This is an optimization exercise on Yosys and OpenROAD, whose aim is small area and a short achievable clock period, not a production implementation.
Where RTL was checked, it was by simulation tests only, not by an equivalence proof against the original.
The flow treats the clock pin as an ideal source, which a real chip does not have.
Power and IR drop assume default switching activity.

Design basic_pe_array_ws, start of the top module:
module basic_pe_array_ws (clk, reset, a_vec, b_vec, c_vec);
Settings: LEC_CHECK=0, CAP_MARGIN=20, CORE_MARGIN=2, CORE_UTILIZATION=60, SLEW_MARGIN=20, SYNTH_HIERARCHICAL=1, SYNTH_MINIMUM_KEEP_SIZE=0; clock period 9.0 ns.
standard.sh (not shown) runs the stock make flow with config.mk's settings and CLKGATE_MAP_FILE= SYNTH_SCRIPT=/design/flow/synth_recipe.tcl, a recipe that flattens the netlist after the stock synthesis.
==> flow/flow/run.sh <==
#!/bin/bash
set -euo pipefail
export REMOVE_ABC_BUFFERS=1
export BUFFER_PORTS_ARGS="-buffer_cell sky130_fd_sc_hd__buf_1"
SETUP_SLACK_MARGIN=4.5 bash standard.sh cts > flow_cts.log 2>&1
SETUP_SLACK_MARGIN=4.1 bash standard.sh > flow_rest.log 2>&1
==> next run, changes <==
==> flow/flow/run.sh (replaced) <==
#!/bin/bash
set -euo pipefail
export REMOVE_ABC_BUFFERS=1
export BUFFER_PORTS_ARGS="-buffer_cell sky130_fd_sc_hd__buf_1"
SETUP_SLACK_MARGIN=4.7 bash standard.sh cts > flow_cts.log 2>&1
SETUP_SLACK_MARGIN=4.3 bash standard.sh > flow_rest.log 2>&1
=>
- combinational power grows by 12%
- final cell count grows by about 1.2%
- first-iteration DRC count shrinks by about 2.3%
- hold slack degrades by 0.0067 ns
- total power grows by about 7%
- wire length grows by 2.0%
- non-clock buffer count grows by 296
- core utilization grows by 3.2 points
- synthesized cell count stays the same
==> next run, changes <==
==> flow/flow/run.sh (replaced) <==
#!/bin/bash
set -euo pipefail
export REMOVE_ABC_BUFFERS=1
export BUFFER_PORTS_ARGS="-buffer_cell sky130_fd_sc_hd__buf_1"
SETUP_SLACK_MARGIN=4.3 bash standard.sh cts > flow_cts.log 2>&1
SETUP_SLACK_MARGIN=4.3 bash standard.sh > flow_rest.log 2>&1
- The new run completed without violations
- worst setup slack degrades by 0.039 ns
- power drops by a few percent
- fmax drops slightly
- wire length drops slightly
==> next run, changes <==
==> flow/flow/run.sh (replaced) <==
#!/bin/bash
set -euo pipefail
export REMOVE_ABC_BUFFERS=1
export BUFFER_PORTS_ARGS="-buffer_cell sky130_fd_sc_hd__buf_1"
SETUP_SLACK_MARGIN=4.5 bash standard.sh cts > flow_cts.log 2>&1
SETUP_SLACK_MARGIN=4.3 bash standard.sh > flow_rest.log 2>&1
=>
- The changed run ran to the end with no violations
- die area does not change
- power hardly moves
- wire length barely changes
Function was not checked in any run of this note: the RTL went through the layout flow alone.


## build 9
basic_pe_array_ws, a different RTL version from the one above (not shown whole).
For scale: ~17000 cells after synthesis, ~1700 I/O pins, ~0.16 mm² of cells after synthesis.
Settings: LEC_CHECK=0, CAP_MARGIN=20, CORE_MARGIN=2, CORE_UTILIZATION=70, SLEW_MARGIN=20, SYNTH_HIERARCHICAL=1, SYNTH_MINIMUM_KEEP_SIZE=0; clock period 9.0 ns.
==> flow/flow/run.sh <==
#!/bin/bash
set -euo pipefail
export REMOVE_ABC_BUFFERS=1
export BUFFER_PORTS_ARGS="-buffer_cell sky130_fd_sc_hd__buf_1"
SETUP_SLACK_MARGIN=4.5 bash standard.sh cts > flow_cts.log 2>&1
SETUP_SLACK_MARGIN=4.3 bash standard.sh > flow_rest.log 2>&1
[inputs] build 10 vs build 9
# build 9
export LEC_CHECK = 0
export CAP_MARGIN = 20
export CORE_MARGIN = 2
export CORE_UTILIZATION = 70
export SLEW_MARGIN = 20
export SYNTH_HIERARCHICAL = 1
export SYNTH_MINIMUM_KEEP_SIZE = 0
create_clock -name core_clock -period 9.0 [get_ports {clk}]
# build 10
export LEC_CHECK = 0
export CAP_MARGIN = 20
export CORE_MARGIN = 2
export CORE_UTILIZATION = 60
export SLEW_MARGIN = 20
export SYNTH_HIERARCHICAL = 1
export SYNTH_MINIMUM_KEEP_SIZE = 0
create_clock -name core_clock -period 9.0 [get_ports {clk}]
==> results.txt <==
Looking at final worst-path cycle share, build 10 sits 1.0 points lower than build 9 does. Looking at worst-case hold slack across both flows, build 10 is the weaker of the two, with build 9 ahead. Final instance area: build 10 vs build 9 down 0.59%. Measured against each other, build 10 and build 9 differ in post-CTS repair timing setup buffer count, the higher figure coming from build 9.
## Diff of input files: build 2 against build 10
# build 10
export LEC_CHECK = 0
export CAP_MARGIN = 20
export CORE_MARGIN = 2
export CORE_UTILIZATION = 60
export SLEW_MARGIN = 20
export SYNTH_HIERARCHICAL = 1
export SYNTH_MINIMUM_KEEP_SIZE = 0
create_clock -name core_clock -period 9.0 [get_ports {clk}]
# build 2
export LEC_CHECK = 0
export CAP_MARGIN = 20
export CORE_MARGIN = 2
export CORE_UTILIZATION = 70
export SLEW_MARGIN = 20
export SYNTH_HIERARCHICAL = 1
export SYNTH_MINIMUM_KEEP_SIZE = 0
create_clock -name core_clock -period 9.0 [get_ports {clk}]
--- a/flow/flow/run.sh
+++ b/flow/flow/run.sh
@@ -5,2 +5,2 @@
 SETUP_SLACK_MARGIN=4.5 bash standard.sh cts > flow_cts.log 2>&1
-SETUP_SLACK_MARGIN=4.3 bash standard.sh > flow_rest.log 2>&1
+SETUP_SLACK_MARGIN=-2 bash standard.sh > flow_rest.log 2>&1
Maximum frequency from static timing analysis: build 2 vs build 10 down 1.1%
Initial antenna violation count: build 10 and build 2 compared, lower one is build 10
Build 2 vs build 10: number of tap instances down in build 2
[compare] base=build 10 new=build 2: met3 track demand over resource in global routing higher, sequential power roughly the same.


Starting RTL as in the previous note.
==> flow/design.v (excerpt) <==
module basic_pe_array_ws (clk, reset, a_vec, b_vec, c_vec);
parameter size=8, row=8, col=8;
input wire clk, reset;
input wire [row*size-1:0] a_vec;
input wire [row*col*size-1:0] b_vec;
output wire [col*row*(2*size+1)-1:0] c_vec;
wire [2*size:0] cw [0:row*col-1];
wire [2*size:0] cnw [0:row*col-1];
wire [size-1:0] aw [0:row*col-1];    
genvar r, c;
generate
  for (r = 0; r < row; r = r + 1) begin : gr
    reg [size-1:0] ah [0:col-2];
    always @(posedge clk) begin : sh
      integer i;
      for (i = 0; i < col-1; i = i + 1)
        if (reset) ah[i] <= 0;
        else ah[i] <= aw[row*r+i];
    end
    for (c = 0; c < col; c = c + 1) begin : gc
      wire [size-1:0] bw = b_vec[size*(row*col-1-(row*r+c)) +: size];
      if (c == 0) begin : ga
        assign aw[row*r+c] = a_vec[size*(row-1-r) +: size];
      end else begin : ga
        assign aw[row*r+c] = ah[c-1];
      end
      if (c == 0 && r == 0) begin : pe
        pe_ws_az u (.clk(clk), .reset(reset), .a(aw[row*r+c]), .b(bw), .s({(2*size+1){1'b0}}), .sn({(2*size+1){1'b1}}), .c(cw[row*r+c]), .cn(cnw[row*r+c]));
      end else if (c == 0) begin : pe
        pe_ws_as u (.clk(clk), .reset(reset), .a(aw[row*r+c]), .b(bw), .s(cw[row*(r-1)+c]), .sn(cnw[row*(r-1)+c]), .c(cw[row*r+c]), .cn(cnw[row*r+c]));
      end else if (r == 0) begin : pe
        pe_ws_rz u (.clk(clk), .reset(reset), .a(aw[row*r+c]), .b(bw), .s({(2*size+1){1'b0}}), .sn({(2*size+1){1'b1}}), .c(cw[row*r+c]), .cn(cnw[row*r+c]));
      end else begin : pe
  ...
==> flow/config.mk <==
export PLATFORM = sky130hd
export DESIGN_NAME = basic_pe_array_ws
export DESIGN_NICKNAME = basic_pe_array_ws
export VERILOG_FILES = /design/flow/design.v
export SDC_FILE = /design/flow/constraint.sdc
export NUM_CORES = 4
export LEC_CHECK = 0
export CAP_MARGIN = 20
export CORE_MARGIN = 2
export CORE_UTILIZATION = 60
export SLEW_MARGIN = 20
export SYNTH_HIERARCHICAL = 1
export SYNTH_MINIMUM_KEEP_SIZE = 0
==> flow/constraint.sdc <==
create_clock -name core_clock -period 9.0 [get_ports {clk}]
set_input_delay 1.8000 -clock core_clock [delete_from_list [all_inputs] [get_ports {clk}]]
set_output_delay 1.8000 -clock core_clock [all_outputs]
set_load 0.01 [all_outputs]
==> flow/flow/run.sh <==
#!/bin/bash
set -euo pipefail
export REMOVE_ABC_BUFFERS=1
export BUFFER_PORTS_ARGS="-buffer_cell sky130_fd_sc_hd__buf_1"
SETUP_SLACK_MARGIN=4.5 bash standard.sh cts > flow_cts.log 2>&1
SETUP_SLACK_MARGIN=4.5 bash standard.sh > flow_rest.log 2>&1
==> next run, changes <==
==> flow/flow/run.sh (replaced) <==
#!/bin/bash
set -euo pipefail
export REMOVE_ABC_BUFFERS=1
export BUFFER_PORTS_ARGS="-buffer_cell sky130_fd_sc_hd__buf_1"
SETUP_SLACK_MARGIN=4.5 bash standard.sh cts > flow_cts.log 2>&1
SETUP_SLACK_MARGIN=-2 bash standard.sh > flow_rest.log 2>&1
Effect: The new run ran to the end with no violations. Non-clock buffer count went down by 252. Routed wire length went down by a few percent. Clock-buffer cell count does not change.

==> re-timing with driven ports <==
The flow's constraints put no driver on any port. The routed layouts listed below were extracted and timed again, unchanged, in two steps.
Step 1 sets driving cells, clkbuf_16 on the clock port and buf_2 on the other inputs (assumed; they add their load-dependent delay and slew).
Step 2 adds t to the input delays and takes it off the output delays; t is the mean of the earliest and latest rising clock arrival at the registers after step 1. Input paths then give back, and output paths get back, about the clock's delay inside the block.
Slacks: no drivers / after step 1 / after step 2; pairs: no drivers / after step 1.
| run | shift t [ns] | setup WS [ns] | hold WS [ns] |
|---|---|---|---|
| the first run of note 1 | 0.998 | 4.316 / 4.248 / 3.250 | 0.553 / 0.553 / 0.553 |
| the second run of note 1 | 0.995 | 4.359 / 4.372 / 3.377 | 0.547 / 0.547 / 0.547 |
| the third run of note 1 | 0.990 | 4.320 / 4.165 / 3.174 | 0.551 / 0.551 / 0.551 |
| the fourth run of note 1 | 0.996 | 4.380 / 4.244 / 3.248 | 0.552 / 0.552 / 0.552 |
| build 9 | 0.972 | 4.277 / 4.197 / 3.225 | 0.580 / 0.580 / 0.580 |
| build 10 | 0.987 | 4.369 / 4.239 / 3.252 | 0.566 / 0.566 / 0.566 |
| build 2 | 0.967 | 4.315 / 4.241 / 3.274 | 0.580 / 0.580 / 0.580 |
| the first run of note 3 | 0.989 | 4.360 / 4.358 / 3.369 | 0.567 / 0.567 / 0.567 |
| the second run of note 3 | 0.992 | 4.257 / 4.230 / 3.238 | 0.567 / 0.567 / 0.567 |
After both steps every run listed still meets setup and hold. The setup slack of the third run of note 1, which loses most, moves by -0.155 ns with the drivers and by -1.146 ns with both steps.
